This is an optimization exercise on Yosys and OpenROAD, whose aim is small area, not a production implementation.
Only the layout flow was run in this run; the RTL was not checked for function there.
Power figures rest on the tool's default switching activity, not on a simulated workload.

`flow/config.mk`:
```
export PLATFORM = sky130hd
export DESIGN_NAME = hsb_mipi_holo_shim
export DESIGN_NICKNAME = hsb_mipi_holo_shim
export VERILOG_FILES = /design/flow/design.v
export SDC_FILE = /design/flow/constraint.sdc
export NUM_CORES = 4
export LEC_CHECK = 0
export CAP_MARGIN = 20
export CORE_MARGIN = 2
export CORE_UTILIZATION = 40
export PLACE_DENSITY = 0.6
export SETUP_SLACK_MARGIN = 0.3
export SLEW_MARGIN = 20
```
`flow/constraint.sdc`:
```
create_clock -name core_clock -period 6.0 [get_ports {axis_aclk}]
set_input_delay 1.2000 -clock core_clock [delete_from_list [all_inputs] [get_ports {axis_aclk}]]
set_output_delay 1.2000 -clock core_clock [all_outputs]
set_load 0.01 [all_outputs]
```
`flow/design.v`:
```
module common_axis_shim #(
    parameter int C_AXIS_TDATA_WIDTH = 32,
    parameter int C_AXIS_TUSER_WIDTH = 2,
    parameter int C_USE_RDY_MSK      = 0    
)(
    input  logic                                 clk,
    input  logic                                 rst,
    input  logic [C_AXIS_TUSER_WIDTH-1:0]        s_axis_tuser,
    input  logic [C_AXIS_TDATA_WIDTH-1:0]        s_axis_tdata,
    input  logic [C_AXIS_TDATA_WIDTH/8-1:0]      s_axis_tkeep,
    input  logic [C_AXIS_TDATA_WIDTH/8-1:0]      s_axis_tstrb,
    input  logic                                 s_axis_tvalid,
    output logic                                 s_axis_tready,
    input  logic                                 s_axis_tlast,
    input  logic                                 in_rdy_msk,
    output logic [C_AXIS_TUSER_WIDTH-1:0]        m_axis_tuser,
    output logic [C_AXIS_TDATA_WIDTH-1:0]        m_axis_tdata,
    output logic [C_AXIS_TDATA_WIDTH/8-1:0]      m_axis_tkeep,
    output logic [C_AXIS_TDATA_WIDTH/8-1:0]      m_axis_tstrb,
    output logic                                 m_axis_tvalid,
    input  logic                                 m_axis_tready,
    output logic                                 m_axis_tlast
);
    logic m_axis_tvalid_dup, m_axis_tvalid_out;
    logic s_axis_tready_dup, s_axis_tready_out;
    logic [C_AXIS_TDATA_WIDTH-1:0]     tdata_reg;
    logic [C_AXIS_TDATA_WIDTH/8-1:0]   tkeep_reg, tstrb_reg;
    logic [C_AXIS_TUSER_WIDTH-1:0]     tuser_reg;
    logic                              tlast_reg;
    logic m_axis_tvalid_raw, s_axis_tready_raw;
    logic in_rdy_msk_int;
    assign m_axis_tvalid_raw = s_axis_tvalid | (m_axis_tvalid_dup & (~s_axis_tready_dup | ~m_axis_tready));
    assign s_axis_tready_raw = m_axis_tready | (s_axis_tready_dup & (~m_axis_tvalid_dup | ~s_axis_tvalid));
    generate
        if (C_USE_RDY_MSK == 1) begin : g_use_tready_mask
            always_comb in_rdy_msk_int = in_rdy_msk;
        end else begin : g_dont_use_tready_mask
            always_comb in_rdy_msk_int = 1'b1;
        end
    endgenerate
    always_ff @(posedge clk) begin
        if (rst) begin
            s_axis_tready_out  <= 1'b1;
            s_axis_tready_dup  <= 1'b1;
            m_axis_tvalid_out  <= 1'b0;
            m_axis_tvalid_dup  <= 1'b0;
            tdata_reg          <= '0;
            tkeep_reg          <= '0;
            tstrb_reg          <= '0;
            tuser_reg          <= '0;
            tlast_reg          <= 1'b0;
        end else begin
            m_axis_tvalid_out  <= m_axis_tvalid_raw;
            m_axis_tvalid_dup  <= m_axis_tvalid_raw;
            s_axis_tready_out  <= s_axis_tready_raw & in_rdy_msk_int;
            s_axis_tready_dup  <= s_axis_tready_raw;
            if (s_axis_tready_dup) begin
                tdata_reg <= s_axis_tdata;
                tlast_reg <= s_axis_tlast;
                tuser_reg <= s_axis_tuser;
                tkeep_reg <= s_axis_tkeep;
                tstrb_reg <= s_axis_tstrb;
            end
            if (m_axis_tready || !m_axis_tvalid_dup) begin
                if (!s_axis_tready_dup) begin
                    m_axis_tdata <= tdata_reg;
                    m_axis_tuser <= tuser_reg;
                    m_axis_tkeep <= tkeep_reg;
                    m_axis_tstrb <= tstrb_reg;
                    m_axis_tlast <= tlast_reg;
                end else begin
                    m_axis_tdata <= s_axis_tdata;
                    m_axis_tuser <= s_axis_tuser;
                    m_axis_tlast <= s_axis_tlast;
                    m_axis_tkeep <= s_axis_tkeep;
                    m_axis_tstrb <= s_axis_tstrb;
                end
            end
        end
    end
    assign s_axis_tready = s_axis_tready_out;
    assign m_axis_tvalid = m_axis_tvalid_out;
endmodule
module hsb_mipi_holo_shim #(
    parameter int C_AXIS_TUSER_WIDTH   = 1,
    parameter int C_M_AXIS_TDATA_WIDTH = 64,
    parameter int C_S_AXIS_TDATA_WIDTH = 64
)(
    input  logic                                 axis_aclk,
    input  logic                                 axis_aresetn,
    input  logic [C_AXIS_TUSER_WIDTH-1:0]        s_axis_tuser,
    input  logic                                 s_axis_tlast,
    output logic                                 s_axis_tready,
    input  logic                                 s_axis_tvalid,
    input  logic [C_S_AXIS_TDATA_WIDTH-1:0]      s_axis_tdata,
    input  logic [(C_S_AXIS_TDATA_WIDTH/8)-1:0]  s_axis_tkeep,
    output logic [C_AXIS_TUSER_WIDTH-1:0]        m_axis_tuser,
    output logic                                 m_axis_tlast,
    input  logic                                 m_axis_tready,
    output logic                                 m_axis_tvalid,
    output logic [C_M_AXIS_TDATA_WIDTH-1:0]      m_axis_tdata,
    output logic [(C_M_AXIS_TDATA_WIDTH/8)-1:0]  m_axis_tkeep,
    input  logic                                 stat_we,
    input  logic [5:0]                           stat_addr,
    input  logic [31:0]                          stat_wdata,
    output logic [31:0]                          stat_rdata
);
    localparam logic [5:0] PT_SOF = 6'b000000;
    localparam logic [5:0] PT_EOF = 6'b000001;
    localparam logic [5:0] PT_SOL = 6'b000010;
    localparam logic [5:0] PT_EOL = 6'b000011;
    localparam logic [5:0] PT_EOT = 6'b000100;
    localparam logic [5:0] PT_EMB = 6'b010010;
    localparam logic [5:0] PT_R10 = 6'b101011;
    localparam logic [5:0] PT_R12 = 6'b101100;
    localparam int EXP_EMB_SIZE = 5768;
    localparam int EXP_R10_SIZE = 4808;
    localparam int EXP_R12_SIZE = 5768;
    localparam int BYTES_PER_TICK = 8;
    logic axis_areset;
    logic [C_AXIS_TUSER_WIDTH-1:0] axis_tuser_int;
    logic [C_M_AXIS_TDATA_WIDTH-1:0] axis_tdata_int;
    logic axis_tvalid_int;
    logic axis_tready_int;
    logic axis_tready_int_d1;
    logic axis_tlast_int;
    logic axis_tlast_out;
    logic [(C_S_AXIS_TDATA_WIDTH/8)-1:0] axis_tkeep_int;
    logic tlast_mask, tlast_mask_d1, tlast_fast_mask;
    logic [5:0] packet_type, packet_type_reg;
    logic [15:0] packet_hdr_size;
    int sof_count, eof_count, sol_count, eol_count, eot_count, emb_count, r10_count, r12_count;
    int sof_size_good, eof_size_good, sol_size_good, eol_size_good, eot_size_good, emb_size_good, r10_size_good, r12_size_good;
    int sof_size_bad, eof_size_bad, sol_size_bad, eol_size_bad, eot_size_bad, emb_size_bad, r10_size_bad, r12_size_bad;
    int unknown_count, unknown_short, unknown_long;
    int packet_size, frame_lines, line_count;
    int unexpected_tuser;
    int ready_low_count, ready_low_latched, ready_low_max;
    assign axis_areset = ~axis_aresetn;
    common_axis_shim #(
        .C_AXIS_TDATA_WIDTH(C_M_AXIS_TDATA_WIDTH),
        .C_AXIS_TUSER_WIDTH(C_AXIS_TUSER_WIDTH)
    ) u_input_shim (
        .clk            (axis_aclk),
        .rst            (axis_areset),
        .s_axis_tuser   (s_axis_tuser),
        .s_axis_tdata   (s_axis_tdata),
        .s_axis_tkeep   (s_axis_tkeep),
        .s_axis_tstrb   ('0),  
        .s_axis_tvalid  (s_axis_tvalid),
        .s_axis_tready  (s_axis_tready),
        .s_axis_tlast   (s_axis_tlast),
        .m_axis_tuser   (axis_tuser_int),
        .m_axis_tdata   (axis_tdata_int),
        .m_axis_tkeep   (axis_tkeep_int),
        .m_axis_tstrb   (),    
        .m_axis_tvalid  (axis_tvalid_int),
        .m_axis_tready  (axis_tready_int),
        .m_axis_tlast   (axis_tlast_int)
    );
    common_axis_shim #(
        .C_AXIS_TDATA_WIDTH(C_M_AXIS_TDATA_WIDTH),
        .C_AXIS_TUSER_WIDTH(C_AXIS_TUSER_WIDTH)
    ) u_output_shim (
        .clk            (axis_aclk),
        .rst            (axis_areset),
        .s_axis_tuser   (axis_tuser_int),
        .s_axis_tdata   (axis_tdata_int),
        .s_axis_tkeep   (axis_tkeep_int),
        .s_axis_tstrb   ('0),
        .s_axis_tvalid  (axis_tvalid_int),
        .s_axis_tready  (axis_tready_int),
        .s_axis_tlast   (axis_tlast_out),
        .m_axis_tuser   (m_axis_tuser),
        .m_axis_tdata   (m_axis_tdata),
        .m_axis_tkeep   (m_axis_tkeep),
        .m_axis_tstrb   (),  
        .m_axis_tvalid  (m_axis_tvalid),
        .m_axis_tready  (m_axis_tready),
        .m_axis_tlast   (m_axis_tlast)
    );
    always_comb begin
        packet_type = axis_tdata_int[5:0];
    end
    always_comb begin
        tlast_fast_mask = 1'b1;
        if (axis_tuser_int[0] == 1'b1 && (packet_type == PT_EOF || packet_type == PT_EOT))
            tlast_fast_mask = 1'b0;
    end
    always_ff @(posedge axis_aclk) begin
        if (axis_areset) begin
            tlast_mask <= 1'b1;
        end else if (axis_tready_int && axis_tvalid_int && axis_tuser_int[0]) begin
            tlast_mask <= tlast_fast_mask;
        end
    end
    always_comb begin
        if ((axis_tuser_int[0] && tlast_fast_mask == 1'b0) || (!axis_tuser_int[0] && tlast_mask == 1'b0))
            axis_tlast_out = axis_tlast_int;
        else
            axis_tlast_out = 1'b0;
    end
    always_ff @(posedge axis_aclk) begin
        if (axis_areset) begin
            packet_type_reg <= 6'b111111;
            sof_count <= 0; eof_count <= 0; sol_count <= 0; eol_count <= 0; eot_count <= 0;
            emb_count <= 0; r10_count <= 0; r12_count <= 0;
            sof_size_good <= 0; eof_size_good <= 0; sol_size_good <= 0; eol_size_good <= 0; eot_size_good <= 0;
            emb_size_good <= 0; r10_size_good <= 0; r12_size_good <= 0;
            sof_size_bad <= 0; eof_size_bad <= 0; sol_size_bad <= 0; eol_size_bad <= 0; eot_size_bad <= 0;
            emb_size_bad <= 0; r10_size_bad <= 0; r12_size_bad <= 0;
            unknown_count <= 0; unknown_short <= 0; unknown_long <= 0;
            packet_size <= BYTES_PER_TICK;
            frame_lines <= 0; line_count <= 0;
            unexpected_tuser <= 0;
        end else begin
          if (axis_tready_int && axis_tvalid_int) begin
            packet_size <= packet_size + BYTES_PER_TICK;
            if (axis_tuser_int[0]) begin
                packet_type_reg <= packet_type;
                packet_hdr_size <= BYTES_PER_TICK;
                case (packet_type)
                    PT_SOF:  sof_count  <= sof_count + 1;
                    PT_EOF:  eof_count  <= eof_count + 1;
                    PT_SOL:  sol_count  <= sol_count + 1;
                    PT_EOL:  eol_count  <= eol_count + 1;
                    PT_EOT:  eot_count  <= eot_count + 1;
                    PT_EMB:  begin
                        emb_count <= emb_count + 1;
                        packet_hdr_size <= axis_tdata_int[23:8];
                    end
                    PT_R10:  begin
                        r10_count <= r10_count + 1;
                        packet_hdr_size <= axis_tdata_int[23:8];
                    end
                    PT_R12:  begin
                        r12_count <= r12_count + 1;
                        packet_hdr_size <= axis_tdata_int[23:8];
                    end
                    default: unknown_count <= unknown_count + 1;
                endcase
                if (packet_size != BYTES_PER_TICK)
                    unexpected_tuser <= unexpected_tuser + 1;
            end
            if (axis_tlast_int) begin
                packet_size <= BYTES_PER_TICK;
                if (axis_tuser_int[0]) begin
                    case (packet_type)
                        PT_SOF:  sof_size_good <= sof_size_good + 1;
                        PT_EOF:  begin
                            eof_size_good <= eof_size_good + 1;
                            frame_lines   <= line_count;
                            line_count    <= 0;
                        end
                        PT_SOL:  sol_size_good <= sol_size_good + 1;
                        PT_EOL:  eol_size_good <= eol_size_good + 1;
                        PT_EOT:  eot_size_good <= eot_size_good + 1;
                        PT_EMB:  emb_size_bad  <= emb_size_bad + 1;
                        PT_R10:  begin
                            r10_size_bad <= r10_size_bad + 1;
                            line_count   <= line_count + 1;
                        end
                        PT_R12:  begin
                            r12_size_bad <= r12_size_bad + 1;
                            line_count   <= line_count + 1;
                        end
                        default: unknown_short <= unknown_short + 1;
                    endcase
                end else begin
                    case (packet_type_reg)
                        PT_SOF:  sof_size_bad  <= sof_size_bad + 1;
                        PT_EOF:  begin
                            eof_size_bad <= eof_size_bad + 1;
                            frame_lines  <= line_count;
                            line_count   <= 0;
                        end
                        PT_SOL:  sol_size_bad  <= sol_size_bad + 1;
                        PT_EOL:  eol_size_bad  <= eol_size_bad + 1;
                        PT_EOT:  eot_size_bad  <= eot_size_bad + 1;
                        PT_EMB:  if ((packet_size == EXP_R10_SIZE) || (packet_size == EXP_R12_SIZE))
                                    emb_size_good <= emb_size_good + 1;
                                 else
                                    emb_size_bad  <= emb_size_bad + 1;
                        PT_R10:  begin
                            if (packet_size == EXP_R10_SIZE)
                                r10_size_good <= r10_size_good + 1;
                            else
                                r10_size_bad  <= r10_size_bad + 1;
                            line_count     <= line_count + 1;
                        end
                        PT_R12: begin
                            if (packet_size == EXP_R12_SIZE)
                                r12_size_good <= r12_size_good + 1;
                            else
                                r12_size_bad  <= r12_size_bad + 1;
                            line_count     <= line_count + 1;
                        end
                        default: unknown_long  <= unknown_long + 1;
                    endcase
                end
            end
          end
          if (stat_we) begin
            case (stat_addr)
                6'd0:  sof_count        <= stat_wdata;
                6'd1:  eof_count        <= stat_wdata;
                6'd2:  sol_count        <= stat_wdata;
                6'd3:  eol_count        <= stat_wdata;
                6'd4:  eot_count        <= stat_wdata;
                6'd5:  emb_count        <= stat_wdata;
                6'd6:  r10_count        <= stat_wdata;
                6'd7:  r12_count        <= stat_wdata;
                6'd8:  sof_size_good    <= stat_wdata;
                6'd9:  eof_size_good    <= stat_wdata;
                6'd10: sol_size_good    <= stat_wdata;
                6'd11: eol_size_good    <= stat_wdata;
                6'd12: eot_size_good    <= stat_wdata;
                6'd13: emb_size_good    <= stat_wdata;
                6'd14: r10_size_good    <= stat_wdata;
                6'd15: r12_size_good    <= stat_wdata;
                6'd16: sof_size_bad     <= stat_wdata;
                6'd17: eof_size_bad     <= stat_wdata;
                6'd18: sol_size_bad     <= stat_wdata;
                6'd19: eol_size_bad     <= stat_wdata;
                6'd20: eot_size_bad     <= stat_wdata;
                6'd21: emb_size_bad     <= stat_wdata;
                6'd22: r10_size_bad     <= stat_wdata;
                6'd23: r12_size_bad     <= stat_wdata;
                6'd24: unknown_count    <= stat_wdata;
                6'd25: unknown_short    <= stat_wdata;
                6'd26: unknown_long     <= stat_wdata;
                6'd27: packet_size      <= stat_wdata;
                6'd28: frame_lines      <= stat_wdata;
                6'd29: line_count       <= stat_wdata;
                6'd30: unexpected_tuser <= stat_wdata;
                default: ;
            endcase
          end
        end
    end
    always_ff @(posedge axis_aclk) begin
        if (axis_areset) begin
            ready_low_count      <= 0;
            ready_low_latched    <= 0;
            ready_low_max        <= 0;
            axis_tready_int_d1   <= 1'b0;
        end else begin
            axis_tready_int_d1 <= axis_tready_int;
            if (axis_tready_int && !axis_tready_int_d1) begin
                ready_low_latched <= ready_low_count;
                if (ready_low_count > ready_low_max)
                    ready_low_max <= ready_low_count;
                ready_low_count <= 0;
            end else if (!axis_tready_int) begin
                ready_low_count <= ready_low_count + 1;
            end
            if (stat_we) begin
                case (stat_addr)
                    6'd31: ready_low_count   <= stat_wdata;
                    6'd32: ready_low_latched <= stat_wdata;
                    6'd33: ready_low_max     <= stat_wdata;
                    default: ;
                endcase
            end
        end
    end
    always_comb begin
        case (stat_addr)
            6'd0:  stat_rdata = sof_count;
            6'd1:  stat_rdata = eof_count;
            6'd2:  stat_rdata = sol_count;
            6'd3:  stat_rdata = eol_count;
            6'd4:  stat_rdata = eot_count;
            6'd5:  stat_rdata = emb_count;
            6'd6:  stat_rdata = r10_count;
            6'd7:  stat_rdata = r12_count;
            6'd8:  stat_rdata = sof_size_good;
            6'd9:  stat_rdata = eof_size_good;
            6'd10: stat_rdata = sol_size_good;
            6'd11: stat_rdata = eol_size_good;
            6'd12: stat_rdata = eot_size_good;
            6'd13: stat_rdata = emb_size_good;
            6'd14: stat_rdata = r10_size_good;
            6'd15: stat_rdata = r12_size_good;
            6'd16: stat_rdata = sof_size_bad;
            6'd17: stat_rdata = eof_size_bad;
            6'd18: stat_rdata = sol_size_bad;
            6'd19: stat_rdata = eol_size_bad;
            6'd20: stat_rdata = eot_size_bad;
            6'd21: stat_rdata = emb_size_bad;
            6'd22: stat_rdata = r10_size_bad;
            6'd23: stat_rdata = r12_size_bad;
            6'd24: stat_rdata = unknown_count;
            6'd25: stat_rdata = unknown_short;
            6'd26: stat_rdata = unknown_long;
            6'd27: stat_rdata = packet_size;
            6'd28: stat_rdata = frame_lines;
            6'd29: stat_rdata = line_count;
            6'd30: stat_rdata = unexpected_tuser;
            6'd31: stat_rdata = ready_low_count;
            6'd32: stat_rdata = ready_low_latched;
            6'd33: stat_rdata = ready_low_max;
            6'd34: stat_rdata = {26'd0, packet_type_reg};
            default: stat_rdata = 32'd0;
        endcase
    end
endmodule
```
`flow/run.sh`:
```
#!/bin/bash
# synth_recipe.tcl (not shown) runs the flow's synth.tcl, then flattens the netlist and writes it again
# the make line also repeats each setting of config.mk as NAME=value (left out here)
make -C /OpenROAD-flow-scripts/flow DESIGN_CONFIG=/design/flow/config.mk WORK_HOME=/design/flow/orfs CLKGATE_MAP_FILE= SYNTH_SCRIPT=/design/flow/synth_recipe.tcl finish
```
==> metrics.cfg <==
[placement]
place_congestion = 1.10
portBuffers = 224
dpl_cell_area_mm2 = 0.0818
dp_hpwl_um = 358000
dp_cells = 11300

[clock_network]
clk_pin_slew_ns = 0.06
htreeDepth = 4
numCtsBuffers = 163
cts_tree = built
cts_buffer_depth = 3
root_buffer = clkbuf_16
insertion_delay_ns = 0.87
postCtsHoldBufs = 0
clock_sinks = 1396

[synthesis]
synth-compound-area-share_pct = 19.5
syn_nets = 9050
synth_fa_ha_area_share_pct = 1.06
synth-edff-count = 148
synthXorXnorAreaFrac_pct = 9.51
synth_top_flop_cell = dfxtp_1
synthSimpleGateAreaFrac_pct = 22.8
ys_types = 82
synth.avg_cell_area_um2 = 8.42
synth_mux_area_share_pct = 3.23
netlist_area_mm2 = 0.0747
yosysWarningCount = 2
synth-seq-area-share_pct = 39.4
synthArstFlopShare_pct = 0
syn_inst = 8870
synth_top_family_by_area = simple AND/OR/NAND/NOR gates
ys_ff_latch = 1396

[die]
dieHeight_um = 436
ios = 225
row_count = 158
start_util_pct = 40.3
die_w_um = 436
core_area_mm2 = 0.185
die_area_mm2 = 0.190

[setup_path]
slowest_delay_ns = 0.49
worstPathArrival_ns = 4.53
crit_buf_inv = 7
worst_setup_path_end_kind = primary output
path_max_fanout = 9
crit_family = buffers and inverters
crit_type = in2out
slowest_stage = nand4_1
required_ns = 4.80
cp_cell_sequence = dlygate4sd2_1, nand2b_1, buf_4, nor2_4, buf_12, buf_4, a22oi_1, nand2_1, nor4_2, buf_4, nand4_1, buf_4, dlygate4sd2_1
crit_path_start_kind = primary input
crit_top_cell = buf_4

[final_layout]
fin_area_mm2 = 0.0882
fin_cells = 11600
final_common_cell = dfxtp_1
layout_common_cells = 1246 x dfxtp_1, 972 x nor2_1, 577 x a211oi_1, 539 x nand2_1, 483 x nand3_1
final_layout_size_suffix_gt1_share_pct = 12.3
nets = 9164
multiInputGateArea_mm2 = 0.0427
seq_area_mm2 = 0.0294
fillCellCount = 18000
area_growth_pct = 18.0

[route]
dr.pass1.iters = 6
drtIter0Drc = 11500
routed_wl_um = 471000
viasPerCell = 6.78
wire_per_inst_um = 40.5
num_vias = 78700
ant_nets = 0
drcViolationCount = 0

[power_and_ir_drop]
powerDensity_mw_per_mm2 = 248
switchingPower_mw = 5.74
pwr-share-comb_pct = 6.0
switching_share_pct = 26.3
p_int_mw = 16.1
pwr-share-clk_pct = 49.0
ir_drop_mv = 0.304
leakage_nw = 29.6
seq_power_share_pct = 45.0

[sta]
finClkSkew_ns = 0.0599
relSlewSlack_pct = 9.23
rsz0062_at_grt = true
hold_viol = 0
tightest_slew_ns = 1.36
maxSlewViolCount = 0
post-route-period-util_pct = 95.6
max_freq_mhz = 174
setup-violations-final = 0
post-route-min-period_ns = 5.73

[global_routing]
grt_pass1_vias = 70600
grt_max_degree = 169
grtUsageTotal_pct = 47.7
grt_pass1_wl_um = 624000
gr-total-overflow = 0
antenna_found_initial = 42

[status]
status = complete, no violations

[worst_hold_path]
hold_path.class = reg2reg

[job]
max-cap-violations = 0

[what timing repair did]
| item | 4_1_cts | 5_1_grt |
|---|---|---|
| setup buffers | 19 | 0 |
| endpoints found under the hold margin | 0 | 0 |
| endpoints found under the setup margin | 31 | 17 |
| resized for setup | 55 | 21 |
| pin swaps | 14 | 7 |
| cloned | 2 | 2 |
[synthesized netlist by cell type (13+ instances only)]
library cell / count / area share [%]
dfxtp_1: 1248 / 33
nor2_1: 1008 / 5.1
clkbuf_1: 635 / 3.2
a211oi_1: 577 / 5.8
nand2_1: 575 / 2.9
nand3_1: 484 / 3.2
xor2_1: 444 / 5.2
a22oi_1: 439 / 4.4
o21ai_0: 402 / 2.7
xnor2_1: 367 / 4.3
nand4_1: 331 / 2.8
a21oi_1: 243 / 1.6
and2_1: 207 / 1.7
and3_1: 169 / 1.4
mux2_2: 159 / 2.4
nor3_1: 151 / 1.0
edfxtp_1: 148 / 6.0
inv_1: 139 / 0.70
a311oi_1: 114 / 1.3
and4_1: 114 / 1.3
or3_1: 105 / 0.88
nor4_1: 94 / 0.79
buf_1: 93 / 0.47
a221oi_1: 73 / 0.86
a22o_1: 67 / 0.79
ha_1: 63 / 1.1
mux2i_1: 62 / 0.83
a31oi_1: 49 / 0.41
o22ai_1: 33 / 0.28
o211ai_1: 25 / 0.25
or2_2: 25 / 0.21
or4_1: 21 / 0.21
a31o_2: 14 / 0.16
nand4b_1: 13 / 0.15
nor2b_1: 13 / 0.11
nor4b_1: 13 / 0.15
[logic make-up after synthesis]
group	count (synthesis)
buffers and inverters	885
xor gates and xnor gates	811
AOI/OAI and AO/OA	2112
muxes	221
and+or+nand+nor	3382
adders and majority gates	63
DFF	1396
[per-stage QoR]
step / hold WS [ns] / setup TNS [ns] / util, % / setup slack [ns] / total power, mW
detailed placement: 0.476 / -1.35 / 44.1 / -0.536 / 11.3
global placement: 0.467 / -1.55 / 44.1 / -0.595 / 11.3
global route: 0.502 / 0 / 47.5 / 0.239 / 22.3
floorplan: 0.450 / -13.06 / - / -0.0883 / 10.5
CTS: 0.488 / 0 / 47.4 / 0.188 / 21.8
finish: 0.491 / 0 / 47.5 / 0.266 / 21.9
[routing by layer]
layer / vias up / share of wire (%) / GRT usage [%]
met2: 5690 / 41 / 69.6
met4: 24 / 13 / 47.1
met1: 38400 / 36 / 56.6
li1: 32900 / - / -
met5: - / 0.038 / 0
met3: 1693 / 10 / 11.3
[tightest hold or removal path, stage by stage (launching register included)]
cell and delay, ns:
dfxtp_1 0.31, nand2_1 0.05, a311oi_1 0.07
[cell type report]
type                    count  area share (%)
diodes                     25          0.0710
clock buffers             232            5.24
clock inverters            65            1.18
inverters                 140           0.605
multi-input cells        6589            48.5
flip-flops and latches   1396            33.4
well taps                2480            3.52
repair buffers            694            7.54
[power by group through the flow]
stage / Clock [mW] / Combinational, mW / Sequential (mW)
global route: 11.1 / 1.34 / 9.83
finish: 10.7 / 1.32 / 9.83
floorplan: 0 / 0.592 / 9.91
CTS: 10.7 / 1.27 / 9.82
global placement: 0 / 1.24 / 10.0
detailed placement: 0 / 1.26 / 10.0
[path summary, 6_finish.rpt]
kind / start / to / slack [ns] / cells after the start
setup / recovery: stat_addr[1] / stat_rdata[9] / 0.27 / 13
hold reg to reg: ready_low_latched[4] / ready_low_latched[4] / 0.49 / 2
hold / removal: ready_low_latched[4] / ready_low_latched[4] / 0.49 / 2
setup reg to reg: packet_size[3] / unexpected_tuser[8] / 1.23 / 8

## re-timing with driven ports
No port has a modelled driver above. Below, the same layout with a new extraction and two added sets of constraints. Step 1 assumes that a clkbuf_16 drives the clock port and a buf_2 every other input. Step 2 adds t to the input delays and takes it off the output delays; t is the mean of the earliest and latest rising clock arrival at the registers after step 1. Input paths then give back, and output paths get back, about the clock's delay inside the block. Three values: ideal, step 1, step 2; two values: the first two.
t (ns): 0.944
setup slack, ns: 0.266 / 0.241 / 0.241
hold slack, ns: 0.491 / 0.491 / 0.491
worst data-port slew with drivers (ns): 0.14
After both steps setup and hold are still met in this run. For this run, drivers alone change the setup slack by -0.025 ns; drivers and shift together by -0.025 ns.
